Source: an optimization exercise on an open RTL-to-GDS flow (aim: small area and a short achievable clock period). Production flows keep margins and buffers that such runs may drop. For this run, only the layout was checked, not whether the RTL still works. No activity file was given, so power comes from the tool's default toggle rates.

==> design/flow/flow/run.sh <==
#!/bin/bash
set -euo pipefail
export SETUP_SLACK_MARGIN=11.95
export CTS_ARGS="-sink_clustering_enable -repair_clock_nets -dont_use_dummy_load -buf_list sky130_fd_sc_hd__clkbuf_8"
export BUFFER_PORTS_ARGS="-buffer_cell sky130_fd_sc_hd__buf_2"
bash standard.sh synth > synth.log 2>&1
bash standard.sh > layout.log 2>&1
==> design/flow/standard.sh <==
#!/bin/bash
# synth_recipe.tcl (not shown) runs the flow's synth.tcl, then flattens the netlist and writes it again
# the make line also repeats each setting of config.mk as NAME=value (left out here)
make -C /OpenROAD-flow-scripts/flow DESIGN_CONFIG=/design/flow/config.mk WORK_HOME=/design/flow/orfs CLKGATE_MAP_FILE= SYNTH_SCRIPT=/design/flow/synth_recipe.tcl "${@:-finish}"
==> design/flow/config.mk <==
export PLATFORM = sky130hd
export DESIGN_NAME = RGB_to_Gray
export DESIGN_NICKNAME = RGB_to_Gray
export VERILOG_FILES = /design/flow/design.v
export SDC_FILE = /design/flow/constraint.sdc
export NUM_CORES = 8
export LEC_CHECK = 0
export CAP_MARGIN = 20
export CORE_MARGIN = 2
export CORE_UTILIZATION = 60
export CTS_BUF_LIST = sky130_fd_sc_hd__clkbuf_8
export PLACE_DENSITY = 0.75
export SLEW_MARGIN = 20
export SYNTH_HIERARCHICAL = 1
export SYNTH_MINIMUM_KEEP_SIZE = 0
==> design/flow/constraint.sdc <==
create_clock -name core_clock -period 16.0 [get_ports {CLK}]
set_input_delay 3.2000 -clock core_clock [delete_from_list [all_inputs] [get_ports {CLK}]]
set_output_delay 3.2000 -clock core_clock [all_outputs]
set_load 0.01 [all_outputs]
==> design/flow/design.v <==
module RGB_to_Gray(input CLK, input [7:0] R, input [7:0] G, input [7:0] B, input In_Valid, output reg [7:0] Gray, output reg Out_Valid);
    reg [7:0] r, g, b; reg v0;
    always @(posedge CLK) begin r <= R; g <= G; b <= B; v0 <= In_Valid; end
    wire w8 = ({r[7], r[6], r[5], r[4], r[3], r[2], r[1], r[0]} >= 8'd2);
    wire w9 = ({r[7], r[6], r[5], r[4], r[3], r[2], r[1], r[0]} >= 8'd4);
    wire w10 = ({r[7], r[6], r[5], r[4], r[3], r[2], r[1], r[0]} >= 8'd7);
    wire w11 = ({r[7], r[6], r[5], r[4], r[3], r[2], r[1], r[0]} >= 8'd14);
    wire w12 = ({r[7], r[6], r[5], r[4], r[3], r[2], r[1], r[0]} >= 8'd27);
    wire w13 = ({r[7], r[6], r[5], r[4], r[3], r[2], r[1], r[0]} >= 8'd54);
    wire w14 = ({r[7], r[6], r[5], r[4], r[3], r[2], r[1], r[0]} >= 8'd108);
    wire w15 = ({r[7], r[6], r[5], r[4], r[3], r[2], r[1], r[0]} >= 8'd215);
    wire w24 = ({g[7], g[6], g[5], g[4], g[3], g[2], g[1], g[0]} >= 8'd2);
    wire w25 = ({g[7], g[6], g[5], g[4], g[3], g[2], g[1], g[0]} >= 8'd4);
    wire w26 = ({g[7], g[6], g[5], g[4], g[3], g[2], g[1], g[0]} >= 8'd7);
    wire w27 = ({g[7], g[6], g[5], g[4], g[3], g[2], g[1], g[0]} >= 8'd14);
    wire w28 = ({g[7], g[6], g[5], g[4], g[3], g[2], g[1], g[0]} >= 8'd28);
    wire w29 = ({g[7], g[6], g[5], g[4], g[3], g[2], g[1], g[0]} >= 8'd55);
    wire w30 = ({g[7], g[6], g[5], g[4], g[3], g[2], g[1], g[0]} >= 8'd110);
    wire w31 = ({g[7], g[6], g[5], g[4], g[3], g[2], g[1], g[0]} >= 8'd219);
    wire w41 = ({b[7], b[6], b[5], b[4], b[3], b[2], b[1], b[0]} >= 8'd3);
    wire w42 = ({b[7], b[6], b[5], b[4], b[3], b[2], b[1], b[0]} >= 8'd5);
    wire w43 = ({b[7], b[6], b[5], b[4], b[3], b[2], b[1], b[0]} >= 8'd9);
    wire w44 = ({b[7], b[6], b[5], b[4], b[3], b[2], b[1], b[0]} >= 8'd18);
    wire w45 = ({b[7], b[6], b[5], b[4], b[3], b[2], b[1], b[0]} >= 8'd36);
    wire w46 = ({b[7], b[6], b[5], b[4], b[3], b[2], b[1], b[0]} >= 8'd71);
    wire w47 = ({b[7], b[6], b[5], b[4], b[3], b[2], b[1], b[0]} >= 8'd141);
    wire w48_0, w48_1; ha u48 (r[2], r[1], w48_0, w48_1);
    wire w49_0, w49_1; fa u49 (r[3], r[2], r[1], w49_0, w49_1);
    wire w50_0, w50_1; fa u50 (r[4], r[3], r[2], w50_0, w50_1);
    wire w51_0, w51_1; fa u51 (r[5], r[4], r[3], w51_0, w51_1);
    wire w52_0, w52_1; fa u52 (r[6], r[5], r[4], w52_0, w52_1);
    wire w53_0, w53_1; fa u53 (r[7], r[6], r[5], w53_0, w53_1);
    wire w54_0, w54_1; ha u54 (r[1], r[0], w54_0, w54_1);
    wire w55_0, w55_1; fa u55 (r[0], w48_0, w11, w55_0, w55_1);
    wire w56_0, w56_1; fa u56 (w48_1, w12, w49_0, w56_0, w56_1);
    wire w57_0, w57_1; fa u57 (w49_1, w13, w50_0, w57_0, w57_1);
    wire w58_0, w58_1; fa u58 (w50_1, w14, w51_0, w58_0, w58_1);
    wire w59_0, w59_1; fa u59 (w51_1, w15, w52_0, w59_0, w59_1);
    wire w60_0, w60_1; fa u60 (r[0], w52_1, w53_0, w60_0, w60_1);
    wire w61_0, w61_1; ha u61 (r[0], w9, w61_0, w61_1);
    wire w62_0, w62_1; fa u62 (w54_0, w10, w61_1, w62_0, w62_1);
    wire w63_0, w63_1; fa u63 (w54_1, w55_0, w62_1, w63_0, w63_1);
    wire w64_0, w64_1; fa u64 (w55_1, w56_0, w63_1, w64_0, w64_1);
    wire w65_0, w65_1; fa u65 (w56_1, w57_0, w64_1, w65_0, w65_1);
    wire w66_0, w66_1; fa u66 (w57_1, w58_0, w65_1, w66_0, w66_1);
    wire w67_0, w67_1; fa u67 (w58_1, w59_0, w66_1, w67_0, w67_1);
    wire w68_0, w68_1; fa u68 (p59_1_1, p60_0_1, p67_1_1, w68_0, w68_1);
    wire w69_0, w69_1; ha u69 (g[4], g[0], w69_0, w69_1);
    wire w70_0, w70_1; fa u70 (g[5], g[1], w31, w70_0, w70_1);
    wire w71_0, w71_1; fa u71 (g[6], g[2], g[0], w71_0, w71_1);
    wire w72_0, w72_1; ha u72 (g[0], w26, w72_0, w72_1);
    wire w73_0, w73_1; fa u73 (g[1], w27, w72_1, w73_0, w73_1);
    wire w74_0, w74_1; fa u74 (g[2], w28, w73_1, w74_0, w74_1);
    wire w75_0, w75_1; fa u75 (g[3], w29, w74_1, w75_0, w75_1);
    wire w76_0, w76_1; fa u76 (w69_0, w30, w75_1, w76_0, w76_1);
    wire w77_0, w77_1; fa u77 (w69_1, w70_0, w76_1, w77_0, w77_1);
    wire w78_0, w78_1; fa u78 (p70_1_1, p71_0_1, p77_1_1, w78_0, w78_1);
    wire w79 = ~w8;
    wire w80 = w61_0 & w79;
    wire w81 = ~w24;
    wire w82 = w25 & w81;
    wire w83 = ~w9;
    wire w84 = w62_0 & w83;
    wire w85 = ~w25;
    wire w86 = w72_0 & w85;
    wire w87 = ~w10;
    wire w88 = w63_0 & w87;
    wire w89 = ~w26;
    wire w90 = w73_0 & w89;
    wire w91 = ~w11;
    wire w92 = w64_0 & w91;
    wire w93 = ~w27;
    wire w94 = w74_0 & w93;
    wire w95 = ~w12;
    wire w96 = w65_0 & w95;
    wire w97 = ~w28;
    wire w98 = w75_0 & w97;
    wire w99 = ~w13;
    wire w100 = w66_0 & w99;
    wire w101 = ~w29;
    wire w102 = w76_0 & w101;
    wire w103 = ~p14_0_1;
    wire w104 = p67_0_1 & w103;
    wire w105 = ~w30;
    wire w106 = w77_0 & w105;
    wire w107 = ~p15_0_1;
    wire w108 = w68_0 & w107;
    wire w109 = ~p31_0_1;
    wire w110 = w78_0 & w109;
    wire w111_0, w111_1; ha u111 (r[7], r[6], w111_0, w111_1);
    wire w112_0, w112_1; fa u112 (r[7], r[2], r[0], w112_0, w112_1);
    wire w113_0, w113_1; fa u113 (g[7], g[3], g[1], w113_0, w113_1);
    wire w114_0, w114_1; fa u114 (r[3], r[1], r[0], w114_0, w114_1);
    wire w115_0, w115_1; fa u115 (r[4], r[2], r[1], w115_0, w115_1);
    wire w116_0, w116_1; fa u116 (r[5], r[3], r[2], w116_0, w116_1);
    wire w117_0, w117_1; ha u117 (r[0], g[6], w117_0, w117_1);
    wire w118_0, w118_1; fa u118 (r[6], r[4], r[3], w118_0, w118_1);
    wire w119_0, w119_1; fa u119 (r[1], g[7], g[5], w119_0, w119_1);
    wire w120_0, w120_1; fa u120 (r[7], r[5], r[4], w120_0, w120_1);
    wire w121_0, w121_1; ha u121 (r[2], g[6], w121_0, w121_1);
    wire w122_0, w122_1; fa u122 (r[6], r[5], r[3], w122_0, w122_1);
    wire w123_0, w123_1; ha u123 (g[7], g[6], w123_0, w123_1);
    wire w124_0, w124_1; fa u124 (r[7], r[6], r[4], w124_0, w124_1);
    wire w125_0, w125_1; ha u125 (r[0], g[7], w125_0, w125_1);
    wire w126_0, w126_1; ha u126 (r[7], r[5], w126_0, w126_1);
    wire w127_0, w127_1; ha u127 (r[5], r[2], w127_0, w127_1);
    wire w128_0, w128_1; fa u128 (r[6], r[3], r[2], w128_0, w128_1);
    wire w129_0, w129_1; fa u129 (r[7], r[4], r[3], w129_0, w129_1);
    wire w130_0, w130_1; fa u130 (r[5], r[4], r[1], w130_0, w130_1);
    wire w131_0, w131_1; fa u131 (r[6], r[5], r[2], w131_0, w131_1);
    wire w132_0, w132_1; ha u132 (r[7], r[6], w132_0, w132_1);
    wire w133_0, w133_1; fa u133 (r[1], w111_0, w53_1, w133_0, w133_1);
    wire w134_0, w134_1; fa u134 (g[0], w111_1, w71_1, w134_0, w134_1);
    wire w135_0, w135_1; ha u135 (w112_0, w113_0, w135_0, w135_1);
    wire w136_0, w136_1; fa u136 (g[4], g[2], g[1], w136_0, w136_1);
    wire w137_0, w137_1; fa u137 (w112_1, w113_1, w114_0, w137_0, w137_1);
    wire w138_0, w138_1; fa u138 (g[5], g[3], g[2], w138_0, w138_1);
    wire w139_0, w139_1; fa u139 (g[0], w114_1, w115_0, w139_0, w139_1);
    wire w140_0, w140_1; fa u140 (g[4], g[3], g[1], w140_0, w140_1);
    wire w141_0, w141_1; fa u141 (w117_0, w115_1, w116_0, w141_0, w141_1);
    wire w142_0, w142_1; fa u142 (g[4], g[2], w117_1, w142_0, w142_1);
    wire w143_0, w143_1; fa u143 (w116_1, w118_0, w119_0, w143_0, w143_1);
    wire w144_0, w144_1; fa u144 (g[5], g[3], w121_0, w144_0, w144_1);
    wire w145_0, w145_1; fa u145 (w118_1, w119_1, w120_0, w145_0, w145_1);
    wire w146_0, w146_1; fa u146 (g[4], g[0], w121_1, w146_0, w146_1);
    wire w147_0, w147_1; fa u147 (w123_0, w120_1, w122_0, w147_0, w147_1);
    wire w148_0, w148_1; fa u148 (g[5], g[1], w123_1, w148_0, w148_1);
    wire w149_0, w149_1; fa u149 (w125_0, w122_1, w124_0, w149_0, w149_1);
    wire w150_0, w150_1; fa u150 (r[1], g[6], g[2], w150_0, w150_1);
    wire w151_0, w151_1; fa u151 (w125_1, w126_0, w124_1, w151_0, w151_1);
    wire w152_0, w152_1; fa u152 (r[6], r[2], g[7], w152_0, w152_1);
    wire w153_0, w153_1; fa u153 (g[3], g[0], w126_1, w153_0, w153_1);
    wire w154_0, w154_1; fa u154 (r[7], r[3], r[0], w154_0, w154_1);
    wire w155_0, w155_1; fa u155 (g[4], g[1], g[0], w155_0, w155_1);
    wire w156_0, w156_1; fa u156 (r[4], r[1], r[0], w156_0, w156_1);
    wire w157_0, w157_1; fa u157 (g[5], g[2], g[1], w157_0, w157_1);
    wire w158_0, w158_1; fa u158 (r[1], g[6], g[3], w158_0, w158_1);
    wire w159_0, w159_1; fa u159 (g[2], g[0], w127_0, w159_0, w159_1);
    wire w160_0, w160_1; fa u160 (g[7], g[4], g[3], w160_0, w160_1);
    wire w161_0, w161_1; fa u161 (g[1], w127_1, w128_0, w161_0, w161_1);
    wire w162_0, w162_1; fa u162 (r[0], g[5], g[4], w162_0, w162_1);
    wire w163_0, w163_1; fa u163 (g[2], w128_1, w129_0, w163_0, w163_1);
    wire w164_0, w164_1; fa u164 (g[6], g[5], g[3], w164_0, w164_1);
    wire w165_0, w165_1; fa u165 (g[0], w129_1, w130_0, w165_0, w165_1);
    wire w166_0, w166_1; fa u166 (g[7], g[6], g[4], w166_0, w166_1);
    wire w167_0, w167_1; fa u167 (g[1], w130_1, w131_0, w167_0, w167_1);
    wire w168_0, w168_1; fa u168 (r[3], g[7], g[5], w168_0, w168_1);
    wire w169_0, w169_1; fa u169 (g[2], w132_0, w131_1, w169_0, w169_1);
    wire w170_0, w170_1; fa u170 (r[7], r[4], g[6], w170_0, w170_1);
    wire w171_0, w171_1; ha u171 (g[3], w132_1, w171_0, w171_1);
    wire w172_0, w172_1; ha u172 (r[5], g[7], w172_0, w172_1);
    wire w173_0, w173_1; ha u173 (w133_0, w60_1, w173_0, w173_1);
    wire w174_0, w174_1; fa u174 (w133_1, w135_0, w134_0, w174_0, w174_1);
    wire w175_0, w175_1; fa u175 (w136_0, w135_1, w134_1, w175_0, w175_1);
    wire w176_0, w176_1; fa u176 (w136_1, w138_0, w137_1, w176_0, w176_1);
    wire w177_0, w177_1; fa u177 (w138_1, w140_0, w139_1, w177_0, w177_1);
    wire w178_0, w178_1; fa u178 (w140_1, w142_0, w141_1, w178_0, w178_1);
    wire w179_0, w179_1; fa u179 (w142_1, w144_0, w143_1, w179_0, w179_1);
    wire w180_0, w180_1; fa u180 (w144_1, w146_0, w145_1, w180_0, w180_1);
    wire w181_0, w181_1; fa u181 (w146_1, w148_0, w147_1, w181_0, w181_1);
    wire w182_0, w182_1; fa u182 (w150_0, w148_1, w149_1, w182_0, w182_1);
    wire w183_0, w183_1; fa u183 (w150_1, w152_0, w153_0, w183_0, w183_1);
    wire w184_0, w184_1; fa u184 (w152_1, w154_0, w155_0, w184_0, w184_1);
    wire w185_0, w185_1; fa u185 (w154_1, w155_1, w156_0, w185_0, w185_1);
    wire w186_0, w186_1; fa u186 (w156_1, w157_1, w158_0, w186_0, w186_1);
    wire w187_0, w187_1; fa u187 (w158_1, w160_0, w159_1, w187_0, w187_1);
    wire w188_0, w188_1; fa u188 (w160_1, w162_0, w161_1, w188_0, w188_1);
    wire w189_0, w189_1; fa u189 (w162_1, w164_0, w163_1, w189_0, w189_1);
    wire w190_0, w190_1; fa u190 (w164_1, w166_0, w165_1, w190_0, w190_1);
    wire w191_0, w191_1; fa u191 (w166_1, w168_0, w167_1, w191_0, w191_1);
    wire w192_0, w192_1; fa u192 (w168_1, w170_0, w171_0, w192_0, w192_1);
    wire w193_0, w193_1; fa u193 (g[4], w172_0, w170_1, w193_0, w193_1);
    wire w194_0, w194_1; ha u194 (r[6], g[5], w194_0, w194_1);
    wire w195_0, w195_1; ha u195 (p173_0_1, w110, w195_0, w195_1);
    wire w196_0, w196_1; fa u196 (p173_1_1, p174_0_1, w78_1, w196_0, w196_1);
    wire w197_0, w197_1; fa u197 (w137_0, w174_1, w175_0, w197_0, w197_1);
    wire w198_0, w198_1; fa u198 (w139_0, w175_1, w176_0, w198_0, w198_1);
    wire w199_0, w199_1; fa u199 (w141_0, w176_1, w177_0, w199_0, w199_1);
    wire w200_0, w200_1; fa u200 (w143_0, w177_1, w178_0, w200_0, w200_1);
    wire w201_0, w201_1; fa u201 (w145_0, w178_1, w179_0, w201_0, w201_1);
    wire w202_0, w202_1; fa u202 (w147_0, w179_1, w180_0, w202_0, w202_1);
    wire w203_0, w203_1; fa u203 (w149_0, w180_1, w181_0, w203_0, w203_1);
    wire w204_0, w204_1; fa u204 (w151_0, w181_1, w182_0, w204_0, w204_1);
    wire w205_0, w205_1; fa u205 (w151_1, w183_0, w182_1, w205_0, w205_1);
    wire w206_0, w206_1; fa u206 (w153_1, w184_0, w183_1, w206_0, w206_1);
    wire w207_0, w207_1; fa u207 (w157_0, w184_1, w185_0, w207_0, w207_1);
    wire w208_0, w208_1; fa u208 (w159_0, w185_1, w186_0, w208_0, w208_1);
    wire w209_0, w209_1; fa u209 (w186_1, w161_0, w187_0, w209_0, w209_1);
    wire w210_0, w210_1; fa u210 (w163_0, w187_1, w188_0, w210_0, w210_1);
    wire w211_0, w211_1; fa u211 (w165_0, w188_1, w189_0, w211_0, w211_1);
    wire w212_0, w212_1; fa u212 (w167_0, w189_1, w190_0, w212_0, w212_1);
    wire w213_0, w213_1; fa u213 (w169_0, w190_1, w191_0, w213_0, w213_1);
    wire w214_0, w214_1; fa u214 (w169_1, w192_0, w191_1, w214_0, w214_1);
    wire w215_0, w215_1; fa u215 (w171_1, w193_0, w192_1, w215_0, w215_1);
    wire w216_0, w216_1; fa u216 (w172_1, w194_0, w193_1, w216_0, w216_1);
    wire w217_0, w217_1; fa u217 (r[7], g[6], w194_1, w217_0, w217_1);
    wire w219 = w205_1 & w206_0;
    wire w220 = w206_1 | w207_0;
    wire w221 = w206_1 & w207_0;
    wire w222 = w207_1 | w208_0;
    wire w223 = w207_1 & w208_0;
    wire w224 = w208_1 | w209_0;
    wire w225 = w208_1 & w209_0;
    wire w226 = w209_1 | w210_0;
    wire w227 = w209_1 & w210_0;
    wire w228 = w210_1 | w211_0;
    wire w229 = w210_1 & w211_0;
    wire w230 = w211_1 | w212_0;
    wire w231 = w211_1 & w212_0;
    wire w232 = w212_1 | w213_0;
    wire w233 = w212_1 & w213_0;
    wire w234 = p213_1_1 | p214_0_1;
    wire w235 = p213_1_1 & p214_0_1;
    wire w236 = p214_1_1 | p215_0_1;
    wire w237 = p214_1_1 & p215_0_1;
    wire w238 = p215_1_1 | p216_0_1;
    wire w239 = p215_1_1 & p216_0_1;
    wire w240 = p216_1_1 | p217_0_1;
    wire w241 = p216_1_1 & p217_0_1;
    wire w242 = p217_1_1 | p23_0_1;
    wire w243 = p217_1_1 & p23_0_1;
    wire w244 = w221 | (w220 & w219);
    wire w246 = w225 | (w224 & w223);
    wire w247 = w224 & w222;
    wire w248 = w229 | (w228 & w227);
    wire w249 = w228 & w226;
    wire w250 = w233 | (w232 & w231);
    wire w251 = w232 & w230;
    wire w252 = w237 | (w236 & w235);
    wire w253 = w236 & w234;
    wire w254 = w241 | (w240 & w239);
    wire w255 = w240 & w238;
    wire w258 = w246 | (w247 & w244);
    wire w260 = w231 | (w230 & w248);
    wire w261 = w230 & w249;
    wire w262 = w250 | (w251 & w248);
    wire w263 = w251 & w249;
    wire w264 = w239 | (w238 & w252);
    wire w265 = w238 & w253;
    wire w266 = w254 | (w255 & w252);
    wire w267 = w255 & w253;
    wire w268 = w227 | (w226 & w258);
    wire w270 = w248 | (w249 & w258);
    wire w272 = w260 | (w261 & w258);
    wire w274 = w262 | (w263 & w258);
    wire w276 = w243 | (w242 & w266);
    wire w277 = w242 & w267;
    wire w278 = w235 | (w234 & p274_0_1);
    wire w280 = w252 | (w253 & p274_0_1);
    wire w282 = w264 | (w265 & p274_0_1);
    wire w284 = w266 | (w267 & p274_0_1);
    wire w286 = w276 | (w277 & p274_0_1);
    wire w288 = |{w210_1, w211_1, w212_1, w213_1, w214_1, w215_1, w216_1, w217_1, w211_0, w212_0, w213_0, w214_0, w215_0, w216_0, w217_0, g[7], w268};
    wire w289 = |{w211_1, w212_1, w213_1, w214_1, w215_1, w216_1, w217_1, w212_0, w213_0, w214_0, w215_0, w216_0, w217_0, g[7], w270};
    wire w290 = |{w212_1, w213_1, w214_1, w215_1, w216_1, w217_1, w213_0, w214_0, w215_0, w216_0, w217_0, g[7], w272};
    wire w291 = |{p213_1_1, p214_1_1, p215_1_1, p216_1_1, p217_1_1, p214_0_1, p215_0_1, p216_0_1, p217_0_1, p23_0_1, p274_0_1};
    wire w292 = |{p214_1_1, p215_1_1, p216_1_1, p217_1_1, p215_0_1, p216_0_1, p217_0_1, p23_0_1, w278};
    wire w293 = |{p215_1_1, p216_1_1, p217_1_1, p216_0_1, p217_0_1, p23_0_1, w280};
    wire w294 = |{p216_1_1, p217_1_1, p217_0_1, p23_0_1, w282};
    wire w295 = |{p217_1_1, p23_0_1, w284};
    wire w296 = |{w286};
    wire w297 = ~b[0];
    wire w298 = ~b[1];
    wire w299 = ~b[2];
    wire w300 = ~b[3];
    wire w301 = ~b[4];
    wire w302 = ~b[5];
    wire w303 = ~b[6];
    wire w304 = ~b[7];
    wire w305_0, w305_1; fa u305 (b[6], b[4], b[2], w305_0, w305_1);
    wire w306_0, w306_1; ha u306 (b[7], b[5], w306_0, w306_1);
    wire w307_0, w307_1; ha u307 (b[6], b[4], w307_0, w307_1);
    wire w308_0, w308_1; ha u308 (b[7], b[5], w308_0, w308_1);
    wire w309_0, w309_1; ha u309 (b[4], b[2], w309_0, w309_1);
    wire w310_0, w310_1; fa u310 (b[5], b[3], b[1], w310_0, w310_1);
    wire w311_0, w311_1; fa u311 (w297, w47, w305_0, w311_0, w311_1);
    wire w312_0, w312_1; fa u312 (b[3], w298, w306_0, w312_0, w312_1);
    wire w313_0, w313_1; fa u313 (b[0], w299, w306_1, w313_0, w313_1);
    wire w314_0, w314_1; fa u314 (b[1], w300, w307_1, w314_0, w314_1);
    wire w315_0, w315_1; fa u315 (b[6], b[2], w301, w315_0, w315_1);
    wire w316_0, w316_1; ha u316 (b[2], b[0], w316_0, w316_1);
    wire w317_0, w317_1; fa u317 (b[3], b[1], w44, w317_0, w317_1);
    wire w318_0, w318_1; fa u318 (b[0], w309_0, w45, w318_0, w318_1);
    wire w319_0, w319_1; fa u319 (w309_1, w46, w310_0, w319_0, w319_1);
    wire w320; xn u320 (w310_1, w311_0, w320);
    wire w321 = w310_1 | w311_0;
    wire w322_0, w322_1; fa u322 (w305_1, w312_0, w311_1, w322_0, w322_1);
    wire w323_0, w323_1; fa u323 (w307_0, w312_1, w313_0, w323_0, w323_1);
    wire w324_0, w324_1; fa u324 (w308_0, w313_1, w314_0, w324_0, w324_1);
    wire w325_0, w325_1; fa u325 (w308_1, w315_0, w314_1, w325_0, w325_1);
    wire w326_0, w326_1; ha u326 (b[0], w41, w326_0, w326_1);
    wire w327_0, w327_1; fa u327 (b[1], w42, w326_1, w327_0, w327_1);
    wire w328_0, w328_1; fa u328 (w316_0, w43, w327_1, w328_0, w328_1);
    wire w329_0, w329_1; fa u329 (w316_1, w317_0, w328_1, w329_0, w329_1);
    wire w330_0, w330_1; fa u330 (w317_1, w318_0, w329_1, w330_0, w330_1);
    wire w331_0, w331_1; fa u331 (w318_1, w319_0, w330_1, w331_0, w331_1);
    wire w332_0, w332_1; fa u332 (w319_1, w320, w331_1, w332_0, w332_1);
    wire w333_0, w333_1; fa u333 (p321_0_1, p322_0_1, p332_1_1, w333_0, w333_1);
    wire w334_0, w334_1; fa u334 (p322_1_1, p323_0_1, w333_1, w334_0, w334_1);
    wire w335_0, w335_1; fa u335 (p323_1_1, p324_0_1, w334_1, w335_0, w335_1);
    wire w336_0, w336_1; fa u336 (p324_1_1, p325_0_1, w335_1, w336_0, w336_1);
    wire w337 = ~w42;
    wire w338 = w328_0 & w337;
    wire w339 = w338 & w288;
    wire w340 = ~w339;
    wire w341 = ~w43;
    wire w342 = w329_0 & w341;
    wire w343 = w342 & w289;
    wire w344 = ~p343_0_1;
    wire w345 = ~w44;
    wire w346 = w330_0 & w345;
    wire w347 = p346_0_1 & p290_0_1;
    wire w348 = ~w347;
    wire w349 = ~w45;
    wire w350 = w331_0 & w349;
    wire w351 = p350_0_1 & w291;
    wire w352 = ~w351;
    wire w353 = ~w46;
    wire w354 = w332_0 & w353;
    wire w355 = p354_0_1 & w292;
    wire w356 = ~w355;
    wire w357 = ~w47;
    wire w358 = w333_0 & p357_0_1;
    wire w359 = w358 & w293;
    wire w360 = ~w359;
    wire w361 = w334_0 & w294;
    wire w362 = ~w361;
    wire w363 = w335_0 & w295;
    wire w364 = ~w363;
    wire w365 = w336_0 & w296;
    wire w366 = ~w365;
    wire w367_0, w367_1; fa u367 (b[7], b[3], w302, w367_0, w367_1);
    wire w368_0, w368_1; ha u368 (w297, w315_1, w368_0, w368_1);
    wire w369_0, w369_1; ha u369 (b[4], w303, w369_0, w369_1);
    wire w370_0, w370_1; ha u370 (b[7], b[5], w370_0, w370_1);
    wire w371_0, w371_1; ha u371 (b[6], b[1], w371_0, w371_1);
    wire w372_0, w372_1; ha u372 (b[7], b[2], w372_0, w372_1);
    wire w373_0, w373_1; fa u373 (w367_0, w368_0, w325_1, w373_0, w373_1);
    wire w374_0, w374_1; fa u374 (w298, w369_0, w367_1, w374_0, w374_1);
    wire w375_0, w375_1; ha u375 (w368_1, w197_0, w375_0, w375_1);
    wire w376_0, w376_1; fa u376 (b[5], w304, w299, w376_0, w376_1);
    wire w377_0, w377_1; fa u377 (w369_1, w197_1, w198_0, w377_0, w377_1);
    wire w378_0, w378_1; fa u378 (b[6], w300, w198_1, w378_0, w378_1);
    wire w379 = ~w199_0;
    wire w380_0, w380_1; fa u380 (b[7], w301, w297, w380_0, w380_1);
    wire w381_0, w381_1; ha u381 (w199_1, w200_0, w381_0, w381_1);
    wire w382_0, w382_1; fa u382 (w302, w298, w200_1, w382_0, w382_1);
    wire w383_0, w383_1; fa u383 (b[0], w303, w299, w383_0, w383_1);
    wire w384_0, w384_1; fa u384 (b[1], w304, w300, w384_0, w384_1);
    wire w385_0, w385_1; fa u385 (b[2], b[0], w301, w385_0, w385_1);
    wire w386_0, w386_1; ha u386 (w203_1, w204_0, w386_0, w386_1);
    wire w387_0, w387_1; fa u387 (b[3], b[1], w302, w387_0, w387_1);
    wire w388; xn u388 (w204_1, w205_0, w388);
    wire w389 = w204_1 | w205_0;
    wire w390_0, w390_1; fa u390 (b[4], b[2], w303, w390_0, w390_1);
    wire w391_0, w391_1; fa u391 (w297, w206_0, w205_1, w391_0, w391_1);
    wire w392_0, w392_1; fa u392 (b[5], b[3], w304, w392_0, w392_1);
    wire w393_0, w393_1; fa u393 (w298, w207_0, w206_1, w393_0, w393_1);
    wire w394_0, w394_1; fa u394 (b[6], b[4], w299, w394_0, w394_1);
    wire w395; xn u395 (w207_1, w208_0, w395);
    wire w396 = w207_1 | w208_0;
    wire w397_0, w397_1; fa u397 (b[0], w300, w370_0, w397_0, w397_1);
    wire w398; xn u398 (w208_1, w209_0, w398);
    wire w399 = w208_1 | w209_0;
    wire w400_0, w400_1; fa u400 (w301, w370_1, w371_0, w400_0, w400_1);
    wire w401; xn u401 (w209_1, w210_0, w401);
    wire w402 = w209_1 | w210_0;
    wire w403_0, w403_1; fa u403 (w302, w371_1, w372_0, w403_0, w403_1);
    wire w404; xn u404 (w210_1, w211_0, w404);
    wire w405 = w210_1 | w211_0;
    wire w406_0, w406_1; fa u406 (b[3], w303, w372_1, w406_0, w406_1);
    wire w407; xn u407 (w211_1, w212_0, w407);
    wire w408 = w211_1 | w212_0;
    wire w409_0, w409_1; fa u409 (b[4], w304, w212_1, w409_0, w409_1);
    wire w410 = ~w213_0;
    wire w411_0, w411_1; ha u411 (b[5], w213_1, w411_0, w411_1);
    wire w412_0, w412_1; ha u412 (p38_0_1, p215_0_1, w412_0, w412_1);
    wire w413_0, w413_1; ha u413 (p39_0_1, p216_0_1, w413_0, w413_1);
    wire w414_0, w414_1; ha u414 (p80_0_1, p338_0_1, w414_0, w414_1);
    wire w415_0, w415_1; fa u415 (w82, w84, w342, w415_0, w415_1);
    wire w416_0, w416_1; fa u416 (w86, w88, w346, w416_0, w416_1);
    wire w417_0, w417_1; fa u417 (w90, w92, w350, w417_0, w417_1);
    wire w418_0, w418_1; fa u418 (p94_0_1, p96_0_1, p354_0_1, w418_0, w418_1);
    wire w419_0, w419_1; fa u419 (p98_0_1, p100_0_1, w358, w419_0, w419_1);
    wire w420_0, w420_1; fa u420 (p102_0_1, w104, w334_0, w420_0, w420_1);
    wire w421_0, w421_1; fa u421 (p106_0_1, w108, w335_0, w421_0, w421_1);
    wire w422_0, w422_1; fa u422 (w68_1, w195_0, w336_0, w422_0, w422_1);
    wire w423_0, w423_1; fa u423 (p373_0_1, w196_0, w195_1, w423_0, w423_1);
    wire w424_0, w424_1; fa u424 (w374_0, w373_1, w375_0, w424_0, w424_1);
    wire w425_0, w425_1; fa u425 (w376_0, w374_1, w375_1, w425_0, w425_1);
    wire w426_0, w426_1; fa u426 (w376_1, w379, w377_1, w426_0, w426_1);
    wire w427_0, w427_1; fa u427 (w380_0, w199_0, w378_1, w427_0, w427_1);
    wire w428_0, w428_1; fa u428 (w380_1, w201_0, w381_1, w428_0, w428_1);
    wire w429_0, w429_1; fa u429 (w383_0, w201_1, w202_0, w429_0, w429_1);
    wire w430_0, w430_1; fa u430 (w383_1, w384_0, w202_1, w430_0, w430_1);
    wire w431_0, w431_1; fa u431 (w384_1, w385_0, w386_0, w431_0, w431_1);
    wire w432_0, w432_1; fa u432 (w385_1, w387_0, w388, w432_0, w432_1);
    wire w433_0, w433_1; fa u433 (w387_1, w390_0, w389, w433_0, w433_1);
    wire w434_0, w434_1; fa u434 (w390_1, w392_0, w393_0, w434_0, w434_1);
    wire w435_0, w435_1; fa u435 (w392_1, w394_0, w395, w435_0, w435_1);
    wire w436_0, w436_1; fa u436 (w394_1, w397_0, w396, w436_0, w436_1);
    wire w437_0, w437_1; fa u437 (w397_1, w400_0, w399, w437_0, w437_1);
    wire w438_0, w438_1; fa u438 (w400_1, w403_0, w402, w438_0, w438_1);
    wire w439_0, w439_1; fa u439 (w403_1, w406_0, w405, w439_0, w439_1);
    wire w440_0, w440_1; fa u440 (w406_1, w410, w408, w440_0, w440_1);
    wire w441_0, w441_1; fa u441 (w214_0, w213_0, w411_0, w441_0, w441_1);
    wire w442_0, w442_1; fa u442 (p214_1_1, w412_0, p411_1_1, w442_0, w442_1);
    wire w443_0, w443_1; fa u443 (p215_1_1, w413_0, w412_1, w443_0, w443_1);
    wire w444_0, w444_1; fa u444 (p217_0_1, p216_1_1, w413_1, w444_0, w444_1);
    wire w445_0, w445_1; ha u445 (p23_0_1, p217_1_1, w445_0, w445_1);
    wire w446_0, w446_1; ha u446 (w414_0, p340_0_1, w446_0, w446_1);
    wire w447_0, w447_1; fa u447 (w414_1, p415_0_1, w344, w447_0, w447_1);
    wire w448_0, w448_1; fa u448 (p415_1_1, p416_0_1, w348, w448_0, w448_1);
    wire w449_0, w449_1; fa u449 (p416_1_1, w352, p417_0_1, w449_0, w449_1);
    wire w450_0, w450_1; fa u450 (p417_1_1, w356, w418_0, w450_0, w450_1);
    wire w451_0, w451_1; fa u451 (w418_1, w360, w419_0, w451_0, w451_1);
    wire w452_0, w452_1; fa u452 (w419_1, w362, w420_0, w452_0, w452_1);
    wire w453_0, w453_1; fa u453 (w420_1, w364, w421_0, w453_0, w453_1);
    wire w454_0, w454_1; fa u454 (w421_1, w366, w422_0, w454_0, w454_1);
    wire w455_0, w455_1; fa u455 (w423_0, w336_1, w422_1, w455_0, w455_1);
    wire w456_0, w456_1; fa u456 (p424_0_1, w196_1, w423_1, w456_0, w456_1);
    wire w457_0, w457_1; fa u457 (w377_0, w424_1, w425_0, w457_0, w457_1);
    wire w458_0, w458_1; fa u458 (w378_0, w425_1, w426_0, w458_0, w458_1);
    wire w459_0, w459_1; fa u459 (w381_0, w426_1, w427_0, w459_0, w459_1);
    wire w460_0, w460_1; fa u460 (w382_0, w427_1, w428_0, w460_0, w460_1);
    wire w461_0, w461_1; fa u461 (w382_1, w429_0, w428_1, w461_0, w461_1);
    wire w462_0, w462_1; fa u462 (w203_0, w429_1, w430_0, w462_0, w462_1);
    wire w463; xn u463 (w430_1, w431_0, w463);
    wire w464 = w430_1 | w431_0;
    wire w465_0, w465_1; fa u465 (w386_1, w432_0, w431_1, w465_0, w465_1);
    wire w466_0, w466_1; fa u466 (w391_0, w432_1, w433_0, w466_0, w466_1);
    wire w467_0, w467_1; fa u467 (w391_1, w433_1, w434_0, w467_0, w467_1);
    wire w468_0, w468_1; fa u468 (w393_1, w435_0, w434_1, w468_0, w468_1);
    wire w469_0, w469_1; fa u469 (w398, w435_1, w436_0, w469_0, w469_1);
    wire w470_0, w470_1; fa u470 (w436_1, w401, w437_0, w470_0, w470_1);
    wire w471_0, w471_1; fa u471 (w404, w437_1, w438_0, w471_0, w471_1);
    wire w472_0, w472_1; fa u472 (w407, w438_1, w439_0, w472_0, w472_1);
    wire w473_0, w473_1; fa u473 (w409_0, w439_1, w440_0, w473_0, w473_1);
    wire w474_0, w474_1; fa u474 (w409_1, w440_1, w441_0, w474_0, w474_1);
    wire w475; xn u475 (p441_1_1, w442_0, w475);
    wire w476 = p441_1_1 | w442_0;
    wire w477; xn u477 (w443_0, w442_1, w477);
    wire w478 = w443_0 | w442_1;
    wire w479; xn u479 (w444_0, w443_1, w479);
    wire w480 = w444_0 | w443_1;
    wire w481; xn u481 (w445_0, w444_1, w481);
    wire w482 = w445_0 | w444_1;
    wire w483 = ~w445_1;
    wire w484 = w446_1 | w447_0;
    wire w485 = w446_1 & w447_0;
    wire w486 = w447_1 | w448_0;
    wire w487 = w447_1 & w448_0;
    wire w488 = w448_1 | w449_0;
    wire w489 = w448_1 & w449_0;
    wire w490 = w449_1 | w450_0;
    wire w491 = w449_1 & w450_0;
    wire w492 = w450_1 | w451_0;
    wire w493 = w450_1 & w451_0;
    wire w494 = w451_1 | w452_0;
    wire w495 = w451_1 & w452_0;
    wire w496 = w452_1 | w453_0;
    wire w497 = w452_1 & w453_0;
    wire w498 = w453_1 | w454_0;
    wire w499 = w453_1 & w454_0;
    wire w500 = w454_1 | w455_0;
    wire w501 = w454_1 & w455_0;
    wire w502 = w455_1 | w456_0;
    wire w503 = w455_1 & w456_0;
    wire w504 = w456_1 | p457_0_1;
    wire w505 = w456_1 & p457_0_1;
    wire w506 = p457_1_1 | p458_0_1;
    wire w507 = p457_1_1 & p458_0_1;
    wire w508 = p458_1_1 | p459_0_1;
    wire w509 = p458_1_1 & p459_0_1;
    wire w510 = p459_1_1 | p460_0_1;
    wire w511 = p459_1_1 & p460_0_1;
    wire w512 = w460_1 | w461_0;
    wire w513 = w460_1 & w461_0;
    wire w514 = w461_1 | w462_0;
    wire w515 = w461_1 & w462_0;
    wire w516 = w462_1 | w463;
    wire w517 = w462_1 & w463;
    wire w518 = w464 | w465_0;
    wire w519 = w464 & w465_0;
    wire w520 = p465_1_1 | p466_0_1;
    wire w521 = p465_1_1 & p466_0_1;
    wire w522 = p466_1_1 | p467_0_1;
    wire w523 = p466_1_1 & p467_0_1;
    wire w524 = w467_1 | w468_0;
    wire w525 = w467_1 & w468_0;
    wire w526 = w468_1 | w469_0;
    wire w527 = w468_1 & w469_0;
    wire w528 = w469_1 | w470_0;
    wire w529 = w469_1 & w470_0;
    wire w530 = p470_1_1 | p471_0_1;
    wire w531 = p470_1_1 & p471_0_1;
    wire w532_0, w532_1; ha u532 (p471_1_2, p472_0_2, w532_0, w532_1);
    wire w533_0, w533_1; ha u533 (p472_1_1, p473_0_1, w533_0, w533_1);
    wire w534_0, w534_1; ha u534 (p473_1_1, p474_0_1, w534_0, w534_1);
    wire w535_0, w535_1; ha u535 (p474_1_1, w475, w535_0, w535_1);
    wire w536_0, w536_1; ha u536 (w476, w477, w536_0, w536_1);
    wire w537_0, w537_1; ha u537 (w478, w479, w537_0, w537_1);
    wire w538_0, w538_1; ha u538 (p480_0_1, p481_0_1, w538_0, w538_1);
    wire w539_0, w539_1; ha u539 (w482, w483, w539_0, w539_1);
    wire w540 = w531 | (w530 & p529_0_1);
    wire w541 = w530 & p528_0_1;
    wire w542 = w527 | (w526 & w525);
    wire w543 = w526 & w524;
    wire w544 = w540 | (w541 & p542_0_1);
    wire w545 = w541 & p543_0_1;
    wire w546 = w523 | (w522 & w521);
    wire w547 = w522 & w520;
    wire w548 = w546 | (w547 & p519_0_1);
    wire w549 = w547 & p518_0_1;
    wire w550 = w544 | (w545 & w548);
    wire w551 = w545 & w549;
    wire w552 = w517 | (w516 & w515);
    wire w553 = w516 & w514;
    wire w554 = p552_0_1 | (p553_0_1 & p513_0_1);
    wire w555 = p553_0_1 & p512_0_1;
    wire w556 = w511 | (w510 & w509);
    wire w557 = w510 & w508;
    wire w558 = w556 | (w557 & w507);
    wire w559 = w557 & w506;
    wire w560 = w554 | (w555 & w558);
    wire w561 = w555 & w559;
    wire w562 = w550 | (w551 & w560);
    wire w563 = w551 & w561;
    wire w564 = w505 | (w504 & w503);
    wire w565 = w504 & w502;
    wire w566 = w564 | (w565 & w501);
    wire w567 = w565 & w500;
    wire w568 = w499 | (w498 & w497);
    wire w569 = w498 & w496;
    wire w570 = w568 | (w569 & w495);
    wire w571 = w569 & w494;
    wire w572 = w566 | (w567 & w570);
    wire w573 = w567 & w571;
    wire w574 = w493 | (w492 & w491);
    wire w575 = w492 & w490;
    wire w576 = w574 | (w575 & w489);
    wire w577 = w575 & w488;
    wire w578 = w487 | (w486 & w485);
    wire w579 = w486 & w484;
    wire w580 = w578 | (w579 & w446_0);
    wire w581 = w576 | (w577 & w580);
    wire w583 = w572 | (w573 & w581);
    wire w585 = w562 | (w563 & w583);
    wire w587 = p533_1_1 | (p533_0_1 & w532_1);
    wire w588 = p533_0_1 & w532_0;
    wire w589 = w535_1 | (w535_0 & w534_1);
    wire w590 = p535_0_1 & p534_0_1;
    wire w591 = p537_1_1 | (p537_0_1 & p536_1_1);
    wire w592 = p537_0_1 & p536_0_1;
    wire w595 = p534_1_1 | (p534_0_1 & w587);
    wire w596 = p534_0_1 & w588;
    wire w597 = p589_0_1 | (w590 & w587);
    wire w598 = w590 & w588;
    wire w599 = w538_1 | (w538_0 & w591);
    wire w600 = w538_0 & w592;
    wire w603 = p536_1_1 | (p536_0_1 & w597);
    wire w604 = p536_0_1 & w598;
    wire w605 = w591 | (w592 & w597);
    wire w606 = w592 & w598;
    wire w607 = w599 | (w600 & w597);
    wire w608 = w600 & w598;
    wire w611 = w532_1 | (w532_0 & p585_0_1);
    wire w612 = w587 | (w588 & p585_0_1);
    wire w613 = w595 | (w596 & p585_0_1);
    wire w614 = w597 | (w598 & p585_0_1);
    wire w615 = w603 | (w604 & p585_0_1);
    wire w616 = w605 | (w606 & p585_0_1);
    wire w617 = w607 | (w608 & p585_0_1);
    wire w619; xr u619 (w532_0, p585_0_1, w619);
    wire w620; xr u620 (p533_0_1, w611, w620);
    wire w621; xr u621 (p534_0_1, w612, w621);
    wire w622; xr u622 (p535_0_1, w613, w622);
    wire w623; xr u623 (p536_0_1, w614, w623);
    wire w624; xr u624 (p537_0_1, w615, w624);
    wire w625; xr u625 (w538_0, w616, w625);
    wire w626; xr u626 (p539_0_1, w617, w626);
    reg p23_0_1;
    reg p38_0_1;
    reg p39_0_1;
    reg p14_0_1;
    reg p15_0_1;
    reg p59_1_1;
    reg p60_0_1;
    reg p67_1_1;
    reg p31_0_1;
    reg p70_1_1;
    reg p71_0_1;
    reg p77_1_1;
    reg p67_0_1;
    reg p173_0_1;
    reg p173_1_1;
    reg p174_0_1;
    reg p213_1_1;
    reg p214_0_1;
    reg p214_1_1;
    reg p215_0_1;
    reg p215_1_1;
    reg p216_0_1;
    reg p216_1_1;
    reg p217_0_1;
    reg p217_1_1;
    reg p274_0_1;
    reg p321_0_1;
    reg p322_0_1;
    reg p332_1_1;
    reg p322_1_1;
    reg p323_0_1;
    reg p323_1_1;
    reg p324_0_1;
    reg p324_1_1;
    reg p325_0_1;
    reg p338_0_1;
    reg p343_0_1;
    reg p346_0_1;
    reg p290_0_1;
    reg p350_0_1;
    reg p354_0_1;
    reg p357_0_1;
    reg p80_0_1;
    reg p94_0_1;
    reg p96_0_1;
    reg p98_0_1;
    reg p100_0_1;
    reg p102_0_1;
    reg p106_0_1;
    reg p373_0_1;
    reg p411_1_1;
    reg p340_0_1;
    reg p415_0_1;
    reg p415_1_1;
    reg p416_0_1;
    reg p416_1_1;
    reg p417_0_1;
    reg p417_1_1;
    reg p424_0_1;
    reg p441_1_1;
    reg p457_0_1;
    reg p457_1_1;
    reg p458_0_1;
    reg p458_1_1;
    reg p459_0_1;
    reg p459_1_1;
    reg p460_0_1;
    reg p465_1_1;
    reg p466_0_1;
    reg p466_1_1;
    reg p467_0_1;
    reg p470_1_1;
    reg p471_0_1;
    reg p471_1_1;
    reg p471_1_2;
    reg p472_0_1;
    reg p472_0_2;
    reg p472_1_1;
    reg p473_0_1;
    reg p473_1_1;
    reg p474_0_1;
    reg p474_1_1;
    reg p480_0_1;
    reg p481_0_1;
    reg p529_0_1;
    reg p528_0_1;
    reg p542_0_1;
    reg p543_0_1;
    reg p519_0_1;
    reg p518_0_1;
    reg p552_0_1;
    reg p553_0_1;
    reg p513_0_1;
    reg p512_0_1;
    reg p533_1_1;
    reg p533_0_1;
    reg p535_0_1;
    reg p534_1_1;
    reg p534_0_1;
    reg p537_1_1;
    reg p537_0_1;
    reg p536_1_1;
    reg p536_0_1;
    reg p589_0_1;
    reg p585_0_1;
    reg p539_0_1;
    always @(posedge CLK) begin
        p23_0_1 <= g[7];
        p38_0_1 <= b[6];
        p39_0_1 <= b[7];
        p14_0_1 <= w14;
        p15_0_1 <= w15;
        p59_1_1 <= w59_1;
        p60_0_1 <= w60_0;
        p67_1_1 <= w67_1;
        p31_0_1 <= w31;
        p70_1_1 <= w70_1;
        p71_0_1 <= w71_0;
        p77_1_1 <= w77_1;
        p67_0_1 <= w67_0;
        p173_0_1 <= w173_0;
        p173_1_1 <= w173_1;
        p174_0_1 <= w174_0;
        p213_1_1 <= w213_1;
        p214_0_1 <= w214_0;
        p214_1_1 <= w214_1;
        p215_0_1 <= w215_0;
        p215_1_1 <= w215_1;
        p216_0_1 <= w216_0;
        p216_1_1 <= w216_1;
        p217_0_1 <= w217_0;
        p217_1_1 <= w217_1;
        p274_0_1 <= w274;
        p321_0_1 <= w321;
        p322_0_1 <= w322_0;
        p332_1_1 <= w332_1;
        p322_1_1 <= w322_1;
        p323_0_1 <= w323_0;
        p323_1_1 <= w323_1;
        p324_0_1 <= w324_0;
        p324_1_1 <= w324_1;
        p325_0_1 <= w325_0;
        p338_0_1 <= w338;
        p343_0_1 <= w343;
        p346_0_1 <= w346;
        p290_0_1 <= w290;
        p350_0_1 <= w350;
        p354_0_1 <= w354;
        p357_0_1 <= w357;
        p80_0_1 <= w80;
        p94_0_1 <= w94;
        p96_0_1 <= w96;
        p98_0_1 <= w98;
        p100_0_1 <= w100;
        p102_0_1 <= w102;
        p106_0_1 <= w106;
        p373_0_1 <= w373_0;
        p411_1_1 <= w411_1;
        p340_0_1 <= w340;
        p415_0_1 <= w415_0;
        p415_1_1 <= w415_1;
        p416_0_1 <= w416_0;
        p416_1_1 <= w416_1;
        p417_0_1 <= w417_0;
        p417_1_1 <= w417_1;
        p424_0_1 <= w424_0;
        p441_1_1 <= w441_1;
        p457_0_1 <= w457_0;
        p457_1_1 <= w457_1;
        p458_0_1 <= w458_0;
        p458_1_1 <= w458_1;
        p459_0_1 <= w459_0;
        p459_1_1 <= w459_1;
        p460_0_1 <= w460_0;
        p465_1_1 <= w465_1;
        p466_0_1 <= w466_0;
        p466_1_1 <= w466_1;
        p467_0_1 <= w467_0;
        p470_1_1 <= w470_1;
        p471_0_1 <= w471_0;
        p471_1_1 <= w471_1;
        p471_1_2 <= p471_1_1;
        p472_0_1 <= w472_0;
        p472_0_2 <= p472_0_1;
        p472_1_1 <= w472_1;
        p473_0_1 <= w473_0;
        p473_1_1 <= w473_1;
        p474_0_1 <= w474_0;
        p474_1_1 <= w474_1;
        p480_0_1 <= w480;
        p481_0_1 <= w481;
        p529_0_1 <= w529;
        p528_0_1 <= w528;
        p542_0_1 <= w542;
        p543_0_1 <= w543;
        p519_0_1 <= w519;
        p518_0_1 <= w518;
        p552_0_1 <= w552;
        p553_0_1 <= w553;
        p513_0_1 <= w513;
        p512_0_1 <= w512;
        p533_1_1 <= w533_1;
        p533_0_1 <= w533_0;
        p535_0_1 <= w535_0;
        p534_1_1 <= w534_1;
        p534_0_1 <= w534_0;
        p537_1_1 <= w537_1;
        p537_0_1 <= w537_0;
        p536_1_1 <= w536_1;
        p536_0_1 <= w536_0;
        p589_0_1 <= w589;
        p585_0_1 <= w585;
        p539_0_1 <= w539_0;
    end
    reg v1; always @(posedge CLK) v1 <= v0;
    reg v2; always @(posedge CLK) v2 <= v1;
    always @(posedge CLK) begin Gray <= {w626, w625, w624, w623, w622, w621, w620, w619}; Out_Valid <= v2; end
endmodule
module fa(input a, input b, input c, output s, output co);
    assign s = a ^ b ^ c;
    assign co = (a & b) | (a & c) | (b & c);
endmodule
module ha(input a, input b, output s, output co);
    assign s = a ^ b;
    assign co = a & b;
endmodule
module xr(input a, input b, output y);
    assign y = a ^ b;
endmodule
module xn(input a, input b, output y);
    assign y = ~(a ^ b);
endmodule
module ao(input g1, input p1, input g0, output y);
    assign y = g1 | (p1 & g0);
endmodule
module an2(input a, input b, output y);
    assign y = a & b;
endmodule
module or2(input a, input b, output y);
    assign y = a | b;
endmodule
==> reports/qor.yml <==
die_area_um2: 16500
htree_num_levels: 4
clk_pin_slew_ns: 0.07
grt_pass1_vias: 6074
yosys.area.top_type: "fa_1"
num_io_pins: 35
cts_tree: "done"
synth_edf_count: 0
switching_share_pct: 40.6
crit_chain: "buf_6"
critical_path_cell_count: 1
p_leak_uw: 0.00421
avgSynthCellArea_um2: 14.3
placed_cells: 873
die_h_um: 128
area_growth_pct: 11.0
dp_hpwl_um: 15200
crit_slowest_cell: "dfxtp_2"
rows: 45
worstSkewPairLatency_ns: 0.46
setup_tns_ns: 0
drc: 0
cts_max_path_buffers: 2
synthFlopType: "dfxtp_1"
netlist.area_leader.share_pct: 47.6
drtIter0Drc: 415
fin_crit_ns: 4.08
final_cell_mix: "216 x fa_1, 118 x dfxtp_1, 47 x ha_1"
grt_overflow: 0
final_common_cell: "fa_1"
worst_slew_pin_slew_ns: 0.724
end_kind: "output port"
syn_nets: 945
hold_path_class: "reg2reg"
cp-start-kind: "register"
netlist_area_um2: 9300
grt_pass1_wl_um: 31400
finClkSkew_ns: 0.0227
slew_headroom_pct: 51.7
crit_family: "flip-flops"
fmax_mhz: 245
outcome: "no timing/DRC/antenna violations"
worstRegToRegCells: 11
drive_gt1_share_pct: 18.9
globalplace.congestion: 0.900
min_path_cells: 0
ant_nets: 0
postLayoutCoreUtil_pct: 68.1
track_usage_pct: 26.2
first_pass_iters: 8
finalCritPeriodShare_pct: 25.5
diodes: 0
cp_num_buf_inv: 1
vias_per_cell: 5.90
power_uw: 1840
required_ns: 12.80
cts_buffers: 17
slew_viol_final: 0
num-nets-final: 1028
vias: 5424
cpPeakStageDelay_ns: 0.32
portBuffers: 34
synth.area.top_cells: "fa_1 48%, dfxtp_1 31%, ha_1 6.3%"
synthCells: 651
ys_ff_latch: 142
p_comb_share_pct: 58.7
routed_wirelength_um: 19600
root_buffer: "clkbuf_8"
grt_max_degree: 18
cp_max_fo: 1
die_w_um: 128
vdd_drop_max_v: 0.000142
ys_seq_area_share_pct: 30.6
maxCapViolCount: 0
seqPwrFrac_pct: 30.0
clkPwrFrac_pct: 11.3
powerDensity_nw_per_um2: 178
core_um2: 15100
p_int_uw: 1090
wl_per_cell_um: 21.4
yosys_warnings: 7
synth_cell_types: 44
clkSinkCount: 142
synth-async-reset-ratio_pct: 0
cp.arrival_ns: 0.88
hold_viol: 0
ctsHoldBuffers: 0
final_cells: 920
p_switching_uw: 748
initial_core_util_pct: 61.4
grt_antenna_before_repair: 0
path_class: "reg2out"
finalSetupViolations: 0
rsz0062_at_grt: "yes"
## final timing paths
check,endpoint,slack [ns],from
max,Gray[4],11.92,Gray[4]$_DFF_P_
min,v2$_DFF_P_,0.33,v1$_DFF_P_
max reg2reg,p585_0_1$_DFF_P_,11.97,p321_0_1$_DFF_P_
min reg2reg,v2$_DFF_P_,0.33,v1$_DFF_P_
## logic make-up (layout without fill, tap and decap cells)
group | after synthesis | count (layout) | synth area share (%)
XOR/XNOR | 20 | 20 | 1.88
other | 1 | 1 | 0.0403
adder cells (fa/ha/maj) | 276 | 276 | 54.8
buffers and inverters | 23 | 104 | 0.929
AND/OR/NAND/NOR | 104 | 104 | 5.58
AO/OA/AOI/OAI | 85 | 85 | 6.18
flip-flops | 142 | 142 | 30.6
## flip-flops by register name (all words and copies together), names as in the netlist, 8 cells and up
register  cells
b             8
Gray          8
g             8
r             8
## modules after synthesis (local to each module, per instance)
module,copies in the design,flops+latches,cell area [um^2],cells
RGB_to_Gray,1,142,4110,363
ha,47,0,12.5,1
xn,12,0,8.76,1
xr,8,0,8.76,1
fa,221,0,20.0,1
## power groups by stage
stage | Clock (uW) | Combinational [uW] | Sequential, uW
3_3_place_gp | 0 | 977 | 555
4_1_cts | 215 | 1070 | 553
2_1_floorplan | 0 | 759 | 542
5_1_grt | 229 | 1220 | 564
6_report | 208 | 1080 | 552
3_5_place_dp | 0 | 1040 | 560
## final cells by class
cell class                 instances  area, um^2
multi-input combinational        486        6400
fill                            1022        4830
sequential                       142        2910
timing repair buffer              64         445
tap                              188         235
clock buffer                      17         234
inverter                          23        93.8
## synth_stat cells (2+ instances only)
master	n
a31oi_1	9
a21oi_1	16
ha_1	47
o41ai_1	2
nand4_1	2
o211ai_1	6
o2111ai_1	2
nor3_1	3
fa_1	221
a211o_1	2
a22oi_1	3
dfxtp_1	142
o22a_1	2
or3_1	3
nor2b_1	3
nand2b_1	2
maj3_1	5
nand2_1	21
and3_1	11
nor4_1	5
o22ai_1	7
xnor2_1	12
nor2_1	26
inv_1	23
or2_2	14
and2_1	4
a211oi_1	2
a21o_1	9
nand3_1	9
o21ai_0	12
maj3_2	3
a31o_2	3
o31ai_1	2
xor2_1	8
## metrics by stage
stage	setup slack, ns	hold slack [ns]	instance area, um^2
global route	11.86	0.343	10300
finish	11.92	0.326	10300
CTS	11.88	0.329	10000
detailed placement	11.61	0.313	9710
global placement	11.65	0.313	9710
floorplan	11.96	0.310	9300
## repair_timing
item | 4_1_cts | 5_1_grt
endpoints found under the setup margin | 43 | 22
cloned | 0 | 0
setup buffers | 2 | 28
pin swaps | 7 | 3
gates resized for setup | 34 | 17
## layer usage
layer | up-vias | track usage (%) | share of wire, % | wire (um)
met3 | 51 | 6.78 | 6.5 | 1280
met4 | 0 | 12.2 | 3.5 | 697
met5 | - | 0 | 0 | 0
met2 | 233 | 42.7 | 51 | 10000
met1 | 2799 | 33.5 | 39 | 7630
li1 | 2341 | - | - | -

## what the ideal ports hide
The flow's constraints put no driver on any port. The routed layout listed below was extracted and timed again, unchanged, in two steps.
Step 1 assumes that a clkbuf_16 drives the clock port and a buf_2 every other input.
Step 2, shift: input delay + t, output delay - t, t = (earliest + latest rising clock arrival at the registers) / 2. This alone moves slack from input paths to output paths.
a / b / c = no drivers / after step 1 / after step 2; a / b = the first two.
shift t [ns]: 0.491
setup WS [ns]: 11.919 / 11.876 / 11.974
worst hold slack (ns): 0.326 / 0.326 / 0.326
worst slew at a driven data input, ns: 0.03
After both steps setup and hold are still met in this run. The setup slack of this run moves by -0.043 ns with the drivers and by +0.055 ns with both steps.
